What follows belongs to an exercise in optimizing a design on an open flow for small area, a short achievable clock period and few clock cycles; a production flow would make more cautious choices. In this exercise RTL edits were held to simulation tests only and were not proved equivalent to the original. Power and IR drop assume default switching activity.

===== flow/config.mk =====
export PLATFORM = sky130hd
export DESIGN_NAME = JAM
export DESIGN_NICKNAME = JAM
export VERILOG_FILES = /design/flow/design.v
export SDC_FILE = /design/flow/constraint.sdc
export NUM_CORES = 4
export LEC_CHECK = 0
export CAP_MARGIN = 20
export CORE_MARGIN = 2
export CORE_UTILIZATION = 40
export SLEW_MARGIN = 20

===== flow/constraint.sdc =====
create_clock -name core_clock -period 5.0 [get_ports {CLK}]
set_input_delay 1.0000 -clock core_clock [delete_from_list [all_inputs] [get_ports {CLK}]]
set_output_delay 1.0000 -clock core_clock [all_outputs]
set_load 0.01 [all_outputs]

===== flow/design.v =====
module JAM #(
	parameter LIST_COUNT=8,
	parameter FULL_ARRANGE=40320
)(
input CLK,
input RST,
output reg [2:0] W,
output reg [2:0] J,
input [6:0] Cost,
output reg [3:0] MatchCount,
output reg [9:0] MinCost,
output reg Valid );
localparam idle=3'd0,dict_algorithm_step1=3'd1,dict_algorithm_step2=3'd2,
		   dict_algorithm_swap=3'd3,dict_algorithm_step3=3'd4,
		   tally_cost=3'd5,compare_cost=3'd6,output_total=3'd7;
reg [2:0] state,next_state;
reg [2:0] list [0:7];
reg [9:0] MinCost_temp;
reg [2:0] worker_count;
reg [2:0] min_point_idx;
reg [2:0] interchange_point_idx;
integer i;
always@(posedge CLK or posedge RST)begin
	if(RST)
		Valid <= 1'd0;
	else if(state == output_total)
		Valid <= 1'd1;
end
always@(*)begin
	case(state)
		idle:next_state = tally_cost;
		dict_algorithm_step1: next_state =dict_algorithm_step2;
		dict_algorithm_step2: next_state = dict_algorithm_swap;
		dict_algorithm_swap: next_state = dict_algorithm_step3;
		dict_algorithm_step3: next_state = tally_cost;
		tally_cost: next_state = (worker_count == LIST_COUNT-1)? compare_cost:tally_cost;
		compare_cost:next_state = ({list[0],list[1],list[2],list[3],list[4],list[5],list[6],list[7]} == {3'd7,3'd6,3'd5,3'd4,3'd3,3'd2,3'd1,3'd0})? output_total:dict_algorithm_step1;
		output_total: next_state = output_total;
		default:next_state = idle;
	endcase
end
always@(posedge CLK or posedge RST)begin
	if(RST)
		state <= idle;
	else
		state <= next_state;
end
always@(posedge CLK or posedge RST)begin
	if(RST)begin
		list[0]<=0; list[1]<=1; list[2]<=2; list[3]<=3;
        list[4]<=4; list[5]<=5; list[6]<=6; list[7]<=7;
		interchange_point_idx <= 3'd0;
	end
	else begin
		if(state == dict_algorithm_step1)begin
			for(i=2;i<=LIST_COUNT;i=i+1)begin
				if(list[i-1] > list[i-2])
					interchange_point_idx <= i-2;
			end
		end
		else if(state == dict_algorithm_swap)begin
			list[interchange_point_idx] <= list[min_point_idx];
			list[min_point_idx] <= list[interchange_point_idx];
			end
		else if(state == dict_algorithm_step3)begin
			for(i=1;i<LIST_COUNT;i=i+1)begin
				if((interchange_point_idx+i) > (LIST_COUNT-i) && interchange_point_idx+i < LIST_COUNT)begin
					list[interchange_point_idx+i] <= list[LIST_COUNT-i];
					list[LIST_COUNT-i] <= list[interchange_point_idx+i];
				end
			end
		end
	end
end
always@(posedge CLK or posedge RST)begin
	if(RST)begin
		min_point_idx <= 3'd0;
	end
	else if(state == dict_algorithm_step2) begin
		for(i=0;i<LIST_COUNT;i=i+1)begin
			if(i>interchange_point_idx && list[i]>list[interchange_point_idx])
				min_point_idx <= i;
		end
	end
end
always@(*)begin
	if(state == tally_cost)
		{W,J} = {worker_count,list[worker_count]};
	else
		{W,J} = 6'd0;
end
always@(posedge CLK or posedge RST)begin
	if(RST)begin
		MinCost_temp <= 10'd0;
		worker_count <=3'd0;
		MinCost <= 10'b1111111111;
		MatchCount <= 4'd0;
	end
	else if (state == tally_cost)begin
		MinCost_temp <= MinCost_temp + Cost;
		worker_count <= worker_count +1;		
	end
	else if(state == compare_cost)begin
		worker_count <= 0;
		MinCost_temp <= 0;
		if(MinCost > MinCost_temp)begin
			MinCost <= MinCost_temp;
			MatchCount <= 1'd1;
		end
		if(MinCost == MinCost_temp)begin
			MatchCount <= MatchCount + 1'd1; 
		end
	end
end
endmodule

===== flow/run.sh =====
#!/bin/bash
# synth_recipe.tcl (not shown) runs the flow's synth.tcl, then flattens the netlist and writes it again
# the make line also repeats each setting of config.mk as NAME=value (left out here)
make -C /OpenROAD-flow-scripts/flow DESIGN_CONFIG=/design/flow/config.mk WORK_HOME=/design/flow/orfs CLKGATE_MAP_FILE= SYNTH_SCRIPT=/design/flow/synth_recipe.tcl finish

==> metrics.md, run 1 <==
| Metric | Value |
|---|---|
| Mapped Area | 0.00793 mm² |
| Clock tree buffer depth | 2 |
| Root Buffer | clkbuf_16 |
| Main combinational cell family by area after synthesis | compound AO/OA/AOI/OAI gates |
| Worst Setup End Kind | register |
| RSZ-0062 raised after global routing | false |
| Hold Path Depth | 1 |
| Post-synth top area share | 12.6% |
| Total GRT Usage | 30.3% |
| Filler cells | 1941 |
| First-pass GRT wire length | 47.2 mm |
| Post-synthesis compound-gate area fraction | 29.2% |
| Multiplexer share of the synthesized area | 9.12% |
| Row cnt | 51 |
| Share of cells above drive strength 1 | 12.4% |
| Final worst path period share | 87.5% |
| Critical Path AT | 4.60 ns |
| CTS sink cnt | 61 |
| DRT iter0 DRCs | 1345 |
| Static Leakage | 3.34 nW |
| Req. time, crit path | 5.23 ns |
| HP Class | reg -> reg |
| Pre-CTS setup slack | 0.739 ns |
| Synth Area in Adders | 12.9% |
| Worst vdd ir | 0.146 mV |
| CTS tree | built |
| Vias | 8400 |
| Pin count of the biggest net entering global routing | 55 |
| Worst R2R Setup Slack | 0.63 ns |
| Post-cts gate resize count | 0 |
| Synth Net Count | 1074 |
| Post-synth EDFFs | 0 |
| Final-stage net count | 1069 |
| Status | finished clean |
| Routability Congestion | 1.01 |
| Remaining DRCs | 0 |
| Seq cells post-synth | 61 |
| Top FF cell, synth | dfrtp_1 |
| Mean post-synth cell area | 8.06 µm² |
| Post-Synth XOR/XNOR Area | 0.552% |
| Die X | 145 µm |
| Final hold viol count | 0 |
| Final hold slack | 0.505 ns |
| Vias in the first global route | 7790 |
| Max Slew Vio Count | 0 |
| Biggest area consumer among synthesized cells | ha_1 |
| Post-synth top cells | 80 x ha_1, 80 x nand2_1, 63 x inv_1 |
| Non-filler cells, final | 1250 |
| Max Freq | 229 MHz |
| Yosys cell types | 104 |
| R2R cell count | 14 |
| FF-to-FF End | min_point_idx[1] |
| Relative slew slack | 27.4% |
| GR Overflow Total | 0 |
| Synth area leaders | ha_1 13%, dfrtp_1 12%, dfstp_2 7.3% |
| Hold path start | MinCost_temp[8] |
| Syn Inst Count | 984 |
| Htree depth | 3 |
| Post-CTS Hold Buffers | 0 |
| Sum of negative setup slack | 0 ns |
| Slew @ Worst Pin | 1.08 ns |
| Initial Utilization | 40.7% |
| Hold endpoint | MinCost_temp[8] |
| Dpl cells | 1233 |
| WS Path Type | reg -> reg |
| Area of the die | 0.0210 mm² |
| DP HPWL | 21.8 mm |
| Cts bufs inserted | 9 |
| Clk_skew | 0.0142 ns |
| Io pins | 30 |
| Post-CTS Setup Bufs | 0 |
| Port Buf Inserts | 29 |
| Setup WS post-layout | 0.627 ns |
| Final min period | 4.37 ns |
| Max-cap violations | 0 |
| Initial antenna violation count | 0 |
| PwrDens | 141 mW/mm² |
| First drt pass iteration count | 10 |
| Setup violators final | 0 |
| Seq/Total Area, Yosys | 19.6% |
| CTS clk-pin slew, worst paths | 0.06 ns |
| Crit path max fanout | 10 |
| DR WL/cell | 25.2 µm |
| Async SR Flop Fraction | 100% |
| Routed WL | 31.5 mm |
| Area grow syn2layout | 9.64% |
| Synth warn | 2 |
| Clk Latency, worst-skew pair | 0.35 ns |
| Reg-to-reg critical path startpoint | interchange_point_idx[1] |
| Antenna-violating nets left | 0 |
| Vias/cell | 6.72 |
| Simple-gate share of the synthesized area | 21.1% |
| Die Y | 145 µm |
| Core Area | 0.0195 mm² |
| Worst setup SP type | register |
[per-layer routing]
metal / vias up / global-route usage [%] / routed length [µm]
met2: 638 / 44.2 / 12700
met1: 3876 / 41.1 / 12800
met4: 0 / 14.9 / 1780
li1: 3730 / - / -
met3: 156 / 8.36 / 4190
met5: - / 0 / 0
[critical path, cell delays in order, from the launching register on]
cell       delay (ns)
dfrtp_1          0.50
or2_1            0.32
inv_1            0.27
ha_1             0.38
nor2_1           0.11
and3_1           0.24
a211oi_1         0.38
nor2_1           0.11
inv_1            0.26
ha_1             0.30
and3_1           0.15
a2111oi_2        0.53
nor4_2           0.10
a31oi_2          0.23
mux2_2           0.37
[stage by stage]
stage	cell area (µm²)	power (mW)	utilization, %
final	8690	1.23	44.7
after global routing	8690	1.27	44.7
after CTS	8690	1.24	44.6
after detailed placement	8390	0.582	43.1
after global placement	8390	0.582	43.1
after floorplan	7930	0.552	-
[flip-flops by register name, summed over array words and instances, names as in the netlist]
register	flops
list	24
MinCost	10
MinCost_temp	10
MatchCount	4
interchange_point_idx	3
min_point_idx	3
state	3
worker_count	3
Valid	1
[cells in the final DEF, fill, tap and decap left out, types with 12 or more instances in the layout]
master and instances:
a21oi_1 51, a22oi_1 19, a32oi_1 13, buf_4 24
clkdlybuf4s50_1 29, dfrtp_1 38, dfstp_2 22, ha_1 80
inv_1 62, mux2_2 12, mux2i_1 34, nand2_1 80
nand2b_1 12, nand3_1 31, nor2_1 62, nor2b_1 27
nor3_1 15, o211ai_1 14, o21ai_0 62, o22ai_1 15
[cell families (layout without fill, tap and decap cells)]
| group | Yosys count | count (layout) |
|---|---|---|
| adder cells (fa/ha/maj) | 81 | 81 |
| AND/OR/NAND/NOR | 313 | 313 |
| other | 0 | 1 |
| multiplexers | 62 | 62 |
| AO/OA/AOI/OAI | 324 | 324 |
| flip-flops | 61 | 61 |
| XOR/XNOR | 5 | 5 |
| buffers and inverters | 138 | 138 |
[power breakdown]
part	switching, mW	internal, mW	total (mW)
Combinational	0.0365	0.0298	0.0663
Clock	0.265	0.389	0.653
Sequential	0.00448	0.503	0.507
Total	0.306	0.921	1.23
[how the worst max path moves through the flow]
stage,cells after the start,from,slack [ns],endpoint
after global placement,11,interchange_point_idx[1],0.84,min_point_idx[1]
final,14,interchange_point_idx[1],0.63,min_point_idx[1]
after floorplan,16,interchange_point_idx[1],0.97,min_point_idx[0]
after CTS,14,interchange_point_idx[1],0.73,min_point_idx[1]
after global routing,11,interchange_point_idx[1],0.31,min_point_idx[1]
after detailed placement,14,interchange_point_idx[1],0.74,min_point_idx[1]
[area by class of cell]
| type | count | area, µm² | share of cell area, % |
|---|---|---|---|
| Sequential cell | 61 | 1560 | 17.9 |
| Antenna cell | 1 | 2.50 | 0.0288 |
| Clock buffer | 9 | 225 | 2.59 |
| Timing Repair Buffer | 53 | 470 | 5.41 |
| Clock inverter | 7 | 75.1 | 0.864 |
| Inverter | 69 | 260 | 2.99 |
| Multi-Input combinational cell | 785 | 5770 | 66.4 |
| Tap cell | 265 | 332 | 3.81 |
Testbench counts, summed over its fixed seeds: cycles 4,193,264.
==> inputs of run 2 (changes only) <==
==> flow/design.v (replaced) <==
module JAM (
input CLK,
input RST,
output reg [2:0] W,
output reg [2:0] J,
input [6:0] Cost,
output reg [3:0] MatchCount,
output reg [9:0] MinCost,
output reg Valid );
localparam PASS1 = 2'd0, PASS2 = 2'd1, SEARCH = 2'd2, DONE = 2'd3;
reg [1:0] ph;
reg [6:0] v [0:7];      
reg [6:0] u [0:7];      
reg [2:0] arg [0:7];    
reg [9:0] Q0;           
reg [9:0] Q [1:7];      
reg [2:0] a [0:6];      
reg [2:0] nxj [0:6];    
reg [6:0] hn;           
reg [6:0] m;            
reg [2:0] am;           
integer k;
wire [2:0] d = W;
wire [2:0] j = J;
wire [6:0] vj = v[j];
wire       c_lt_v = Cost < vj;
wire [6:0] vmin = c_lt_v ? Cost : vj;
wire [6:0] t = Cost - vj;
wire       t_lt_m = (j == 3'd0) || (t < m);
wire [6:0] mnew = t_lt_m ? t : m;
wire [2:0] amnew = t_lt_m ? j : am;
reg [7:0] used;
always @(*) begin
	used = 8'd0;
	for (k = 0; k < 7; k = k + 1)
		if (k < d) used = used | (8'd1 << a[k]);
end
wire [2:0] argd = arg[d];
wire       is_top = (j == argd);
wire [9:0] Qd = (d == 3'd0) ? Q0 : Q[d];
wire [9:0] Y = Qd - {3'd0, u[d]} - {3'd0, vj};
wire [10:0] sum = {1'b0, Y} + {4'd0, Cost};
wire       prune = sum > {1'b0, MinCost};
wire       better = sum < {1'b0, MinCost};
wire       leaf = (d == 3'd7);
reg [7:0] gt;
always @(*) begin
	for (k = 0; k < 8; k = k + 1) gt[k] = is_top | (k > j);
end
wire [7:0] cand = ~used & ~(8'd1 << argd) & gt;
wire       has_nx = |cand;
reg  [2:0] nx;
always @(*) begin
	nx = 3'd0;
	for (k = 7; k >= 0; k = k - 1) if (cand[k]) nx = k;
end
wire [7:0] used2 = used | (8'd1 << j);
wire [2:0] argn = arg[d + 3'd1];
reg  [2:0] fu;
always @(*) begin
	fu = 3'd0;
	for (k = 7; k >= 0; k = k - 1) if (!used2[k]) fu = k;
end
wire [2:0] jdesc = used2[argn] ? fu : argn;
reg       bt_ok;
reg [2:0] bt_d;
always @(*) begin
	bt_ok = 1'b0;
	bt_d = 3'd0;
	for (k = 0; k < 7; k = k + 1)
		if (hn[k] && k < d) begin
			bt_ok = 1'b1;
			bt_d = k;
		end
end
always @(posedge CLK or posedge RST) begin
	if (RST) begin
		ph <= PASS1;
		W <= 3'd0;
		J <= 3'd0;
		Valid <= 1'b0;
		MinCost <= 10'h3ff;
		MatchCount <= 4'd0;
		Q0 <= 10'd0;
	end else begin
		case (ph)
		PASS1: begin
			{W, J} <= {W, J} + 6'd1;
			if (d == 3'd7) Q0 <= Q0 + {3'd0, vmin};
			if (d == 3'd7 && j == 3'd7) ph <= PASS2;
		end
		PASS2: begin
			if (j == 3'd7) begin
				Q0 <= Q0 + {3'd0, mnew};
				if (d == 3'd7) begin
					ph <= SEARCH;
					W <= 3'd0;
					J <= arg[0];
				end else
					{W, J} <= {W, J} + 6'd1;
			end else
				{W, J} <= {W, J} + 6'd1;
		end
		SEARCH: begin
			if (leaf) begin
				if (better) begin
					MinCost <= sum[9:0];
					MatchCount <= 4'd1;
				end else if (!prune)
					MatchCount <= MatchCount + 4'd1;
			end
			if (!leaf && !prune) begin
				W <= d + 3'd1;
				J <= jdesc;
			end else if (prune && !leaf && !is_top && has_nx)
				J <= nx;
			else if (bt_ok) begin
				W <= bt_d;
				J <= nxj[bt_d];
			end else begin
				ph <= DONE;
				Valid <= 1'b1;
			end
		end
		default: ;
		endcase
	end
end
always @(posedge CLK) begin
	if (ph == PASS1) begin
		if (d == 3'd0) v[j] <= Cost;
		else v[j] <= vmin;
	end
	if (ph == PASS2) begin
		m <= mnew;
		am <= amnew;
		if (j == 3'd7) begin
			u[d] <= mnew;
			arg[d] <= amnew;
		end
	end
	if (ph == SEARCH && !leaf && !prune) begin
		a[d] <= j;
		nxj[d] <= nx;
		hn[d] <= has_nx;
		Q[d + 3'd1] <= sum[9:0];
	end
end
endmodule
==> run 2 against run 1 <==
Now fails the layout checks on negative setup slack. Highest routed layer unchanged. Cell area increased by 140%. Clock power increased to 3.8 times the previous value. Synthesized area increased by 100%. Sequential share of layout area increased by 24 points. Total power increased to 4.9 times the previous value. Setup slack got worse by 2.1 ns. Critical path depth increased by 17. Core utilization increased by 8.2 points. Flip-flop and latch count increased by 237. Via count increased by 50%. First-iteration DRC count decreased by 21%. Routed wire length increased by 53%. Largest power group is now sequential cells.
==> metrics.md, run 2 <==
| Metric | Value |
|---|---|
| Slew @ Worst Pin | 1.16 ns (+0.0856 ns) |
| CTS tree | built |
| Switching share of power | 23.2% (-1.8 points) |
| Post-CTS Hold Buffers | 0 (unchanged) |
| Seq/Total Area, Yosys | 54.2% (+35 points) |
| Biggest regs | Q: 70 flops, u: 56 flops, v: 56 flops |
| CTS clk-pin slew, worst paths | 0.06 ns (about the same) |
| CP delay by family, top | compound AO/OA/AOI/OAI gates |
| Slowest CP cell | dfrtp_4 |
| Port Buf Inserts | 29 (unchanged) |
| Final core utilization | 52.9% (+8.2 points) |
| Relative slew slack | 21.8% (-5.6 points) |
| Htree depth | 2 (-1) |
| Root Buffer | clkbuf_16 |
| Syn Inst Count | 1383 (+41%) |
| Final min period | 6.49 ns (+2.12 ns) |
| First-pass GRT wire length | 73.0 mm (+55%) |
| Final worst path period share | 130% (+42 points) |
| Max stage delay on crit path | 0.54 ns (about the same) |
| DRT iter0 DRCs | 1057 (-21%) |
| Filler cells | 3376 (+74%) |
| Row cnt | 73 (+43%) |
| Final hold viol count | 0 (unchanged) |
| Synth Net Count | 1466 (+36%) |
| Post-synth top area share | 49.0% (+36 points) |
| Cts bufs inserted | 34 (+25) |
| CTS sink cnt | 298 (+390%) |
| Routability Congestion | 0.903 (-11%) |
| WS Path Type | reg -> reg |
| First drt pass iteration count | 5 (-5) |
| Sum of negative setup slack | -195.23 ns (-195.23 ns) |
| PwrDens | 287 mW/mm² (+100%) |
| Yosys cell types | 95 (-8.7%) |
| Critical Path AT | 6.89 ns (+2.29 ns) |
| Most frequent cells in the layout | 265 x edfxtp_1, 215 x buf_4, 95 x nand2_1 |
| Antenna-violating nets left | 0 (unchanged) |
| Max-cap violations | 0 (unchanged) |
| Share of cells above drive strength 1 | 33.5% (+21 points) |
| Clk Latency, worst-skew pair | 0.53 ns (+0.18 ns) |
| Biggest area consumer among synthesized cells | edfxtp_1 |
| Top FF cell, synth | edfxtp_1 |
| Non-filler cells, final | 2194 (+76%) |
| Mean post-synth cell area | 11.7 µm² (+46%) |
| Layout check failures | negative setup slack |
| Max FFs per register | 70 (+190%) |
| Req. time, crit path | 5.39 ns (+0.16 ns) |
| Sw power | 1.40 mW (+360%) |
| Worst vdd ir | 0.376 mV (+160%) |
| Mapped Area | 0.0162 mm² (+100%) |
| Vias | 12600 (+50%) |
| Worst Setup End Kind | register |
| Io pins | 30 (unchanged) |
| Most common cell after layout, fill and taps aside | edfxtp_1 |
| Initial Utilization | 40.7% (-0.060 points) |
| Seq cells post-synth | 298 (+390%) |
| Area grow syn2layout | 30.1% |
| Max Freq | 154 MHz (-33%) |
| Clock tree buffer depth | 3 (+1) |
| DP HPWL | 34.9 mm (+60%) |
| Synth area leaders | edfxtp_1 49%, ha_1 4.9%, dfrtp_1 3.5% |
| Antenna Diode Count | 0 (-1) |
| DR WL/cell | 21.9 µm (-13%) |
| Die Y | 205 µm (+42%) |
| Clk_skew | 0.0249 ns (+0.0107 ns) |
| Vias in the first global route | 12500 (+61%) |
| Total GRT Usage | 22.9% (-7.4 points) |
| RSZ-0062 raised after global routing | true |
| Die X | 205 µm (+42%) |
| Async SR Flop Fraction | 11.1% (-89 points) |
| Remaining DRCs | 0 (unchanged) |
| Worst R2R Setup Slack | -1.49 ns (-2.12 ns) |
| HP Class | reg -> reg |
| Final-stage net count | 1728 (+62%) |
| Gate power share | 12.8% (+7.4 points) |
| CP Buf/Inv Count | 2 (unchanged) |
| Setup WS post-layout | -1.49 ns (-2.12 ns) |
| Post-synth EDFFs | 265 (+265) |
| Clock power share | 40.4% (-13 points) |
| Core Area | 0.0399 mm² (+110%) |
| Most common cell in the synthesized netlist | edfxtp_1 |
| GR Overflow Total | 0 (unchanged) |
| Area of the die | 0.0422 mm² (+100%) |
| Routed WL | 48.1 mm (+53%) |
| Pin count of the biggest net entering global routing | 39 (-29%) |
| Most flop-heavy register | Q |
| Dpl cells | 2101 (+70%) |
| Initial antenna violation count | 0 (unchanged) |
| Static Leakage | 8.07 nW (+140%) |
| Crit path max fanout | 8 (-2) |
| Synth warn | 1 (-1) |
| Worst setup SP type | register |
| Pint | 4.65 mW (+400%) |
| Status | complete, but fails checks |
| Max Slew Vio Count | 0 (unchanged) |
| CP dominant cell by count | nor2_1 |
| Vias/cell | 5.74 (-15%) |
| Sequential Power Share | 46.7% (+5.4 points) |
| Post-synth top cells | 265 x edfxtp_1, 101 x nand2_1, 99 x nor2_1 |
| Setup violators final | 151 (+151) |
-- run 2: repair_timing --
action | CTS | global route
setup endpoints to repair | 151 | 176
setup buffers | 22 | 14
gates cloned | 1 | 0
gates resized for setup | 103 | 101
pin swaps | 40 | 62
-- run 2: cell type report --
cell class | instances | area, µm² | share of cell area [%]
flip-flops and latches | 298 | 8810 | 41.7
multi-input cells | 956 | 7810 | 37.0
repair buffers | 291 | 2500 | 11.8
clock buffers | 39 | 891 | 4.22
well taps | 525 | 657 | 3.11
inverters | 64 | 254 | 1.20
clock inverters | 21 | 198 | 0.936
-- run 2: through the flow --
stage               setup slack (ns)  power, mW  hold slack (ns)  instance area, µm²
floorplan                      -2.12       3.24            0.446               16700
global placement               -1.69       3.52            0.465               18900
detailed placement             -1.67       3.55            0.468               19000
CTS                            -1.46       6.04            0.480               20600
global route                   -1.74       6.28            0.507               21100
finish                         -1.49       6.05            0.490               21100
-- run 2: path summary, 6_finish.rpt --
check	start	endpoint	depth (start not counted)
worst max-delay path	W[0]	J[0]	31
worst min-delay path	MinCost[0]	MinCost[0]	2
worst max register to register	W[0]	J[0]	31
worst min register to register	MinCost[0]	MinCost[0]	2
max in group asynchronous	RST	W[0]	3
min in group asynchronous	RST	Q0[7]	3
-- run 2: worst min-delay path: cells and delay by family (launching register included) --
kind,cells,cell delay [ns]
simple gates,1,0.05
flops,1,0.38
compound gates,1,0.06
-- run 2: power groups by stage --
stage	sequential, mW	clock, mW	combinational, mW
after floorplan	2.87	0	0.370
after global placement	2.87	0	0.650
after detailed placement	2.88	0	0.671
after CTS	2.83	2.48	0.734
after global routing	2.83	2.59	0.852
final	2.83	2.45	0.777
-- run 2: logic make-up (layout without fill, tap and decap cells) --
group	Yosys count	count (layout)	synth area share (%)
compound gates	351	351	15.0
simple gates	393	393	12.1
buf+inv	129	415	3.49
flops	298	298	54.2
xor+xnor	34	34	1.88
mux	104	104	7.21
fa+ha+maj	74	74	6.16
-- run 2: routing by layer --
layer | global-route usage (%) | up-vias | routed length [µm]
met1 | 31.1 | 6221 | 20400
li1 | - | 5812 | -
met2 | 37.2 | 449 | 22800
met4 | 7.99 | 0 | 1650
met5 | 0 | - | 0
met3 | 3.82 | 114 | 3220
Testbench counts of run 2, summed over its fixed seeds: cycles 3,046.

separate check: timing with driven ports:
Ports are ideal in the flow. The routed layouts listed here were re-timed in OpenROAD.
Step 1 sets driving cells, clkbuf_16 on the clock port and buf_2 on the other inputs (assumed; they add their load-dependent delay and slew).
Step 2 moves the port delays by t, midway between the first and last clock arrival at a register: inputs arrive t later, outputs are due t later. That takes back most of the time a late clock gives input paths.
Slacks: ideal ports / drivers / drivers and shift; pairs: ideal ports / drivers.
run	t (ns)	slack for setup (ns)	worst data-port slew with drivers (ns)
run 1	0.385	0.627 / 0.627 / 0.627	0.03
run 2	0.564	-1.492 / -1.492 / -1.492	0.05
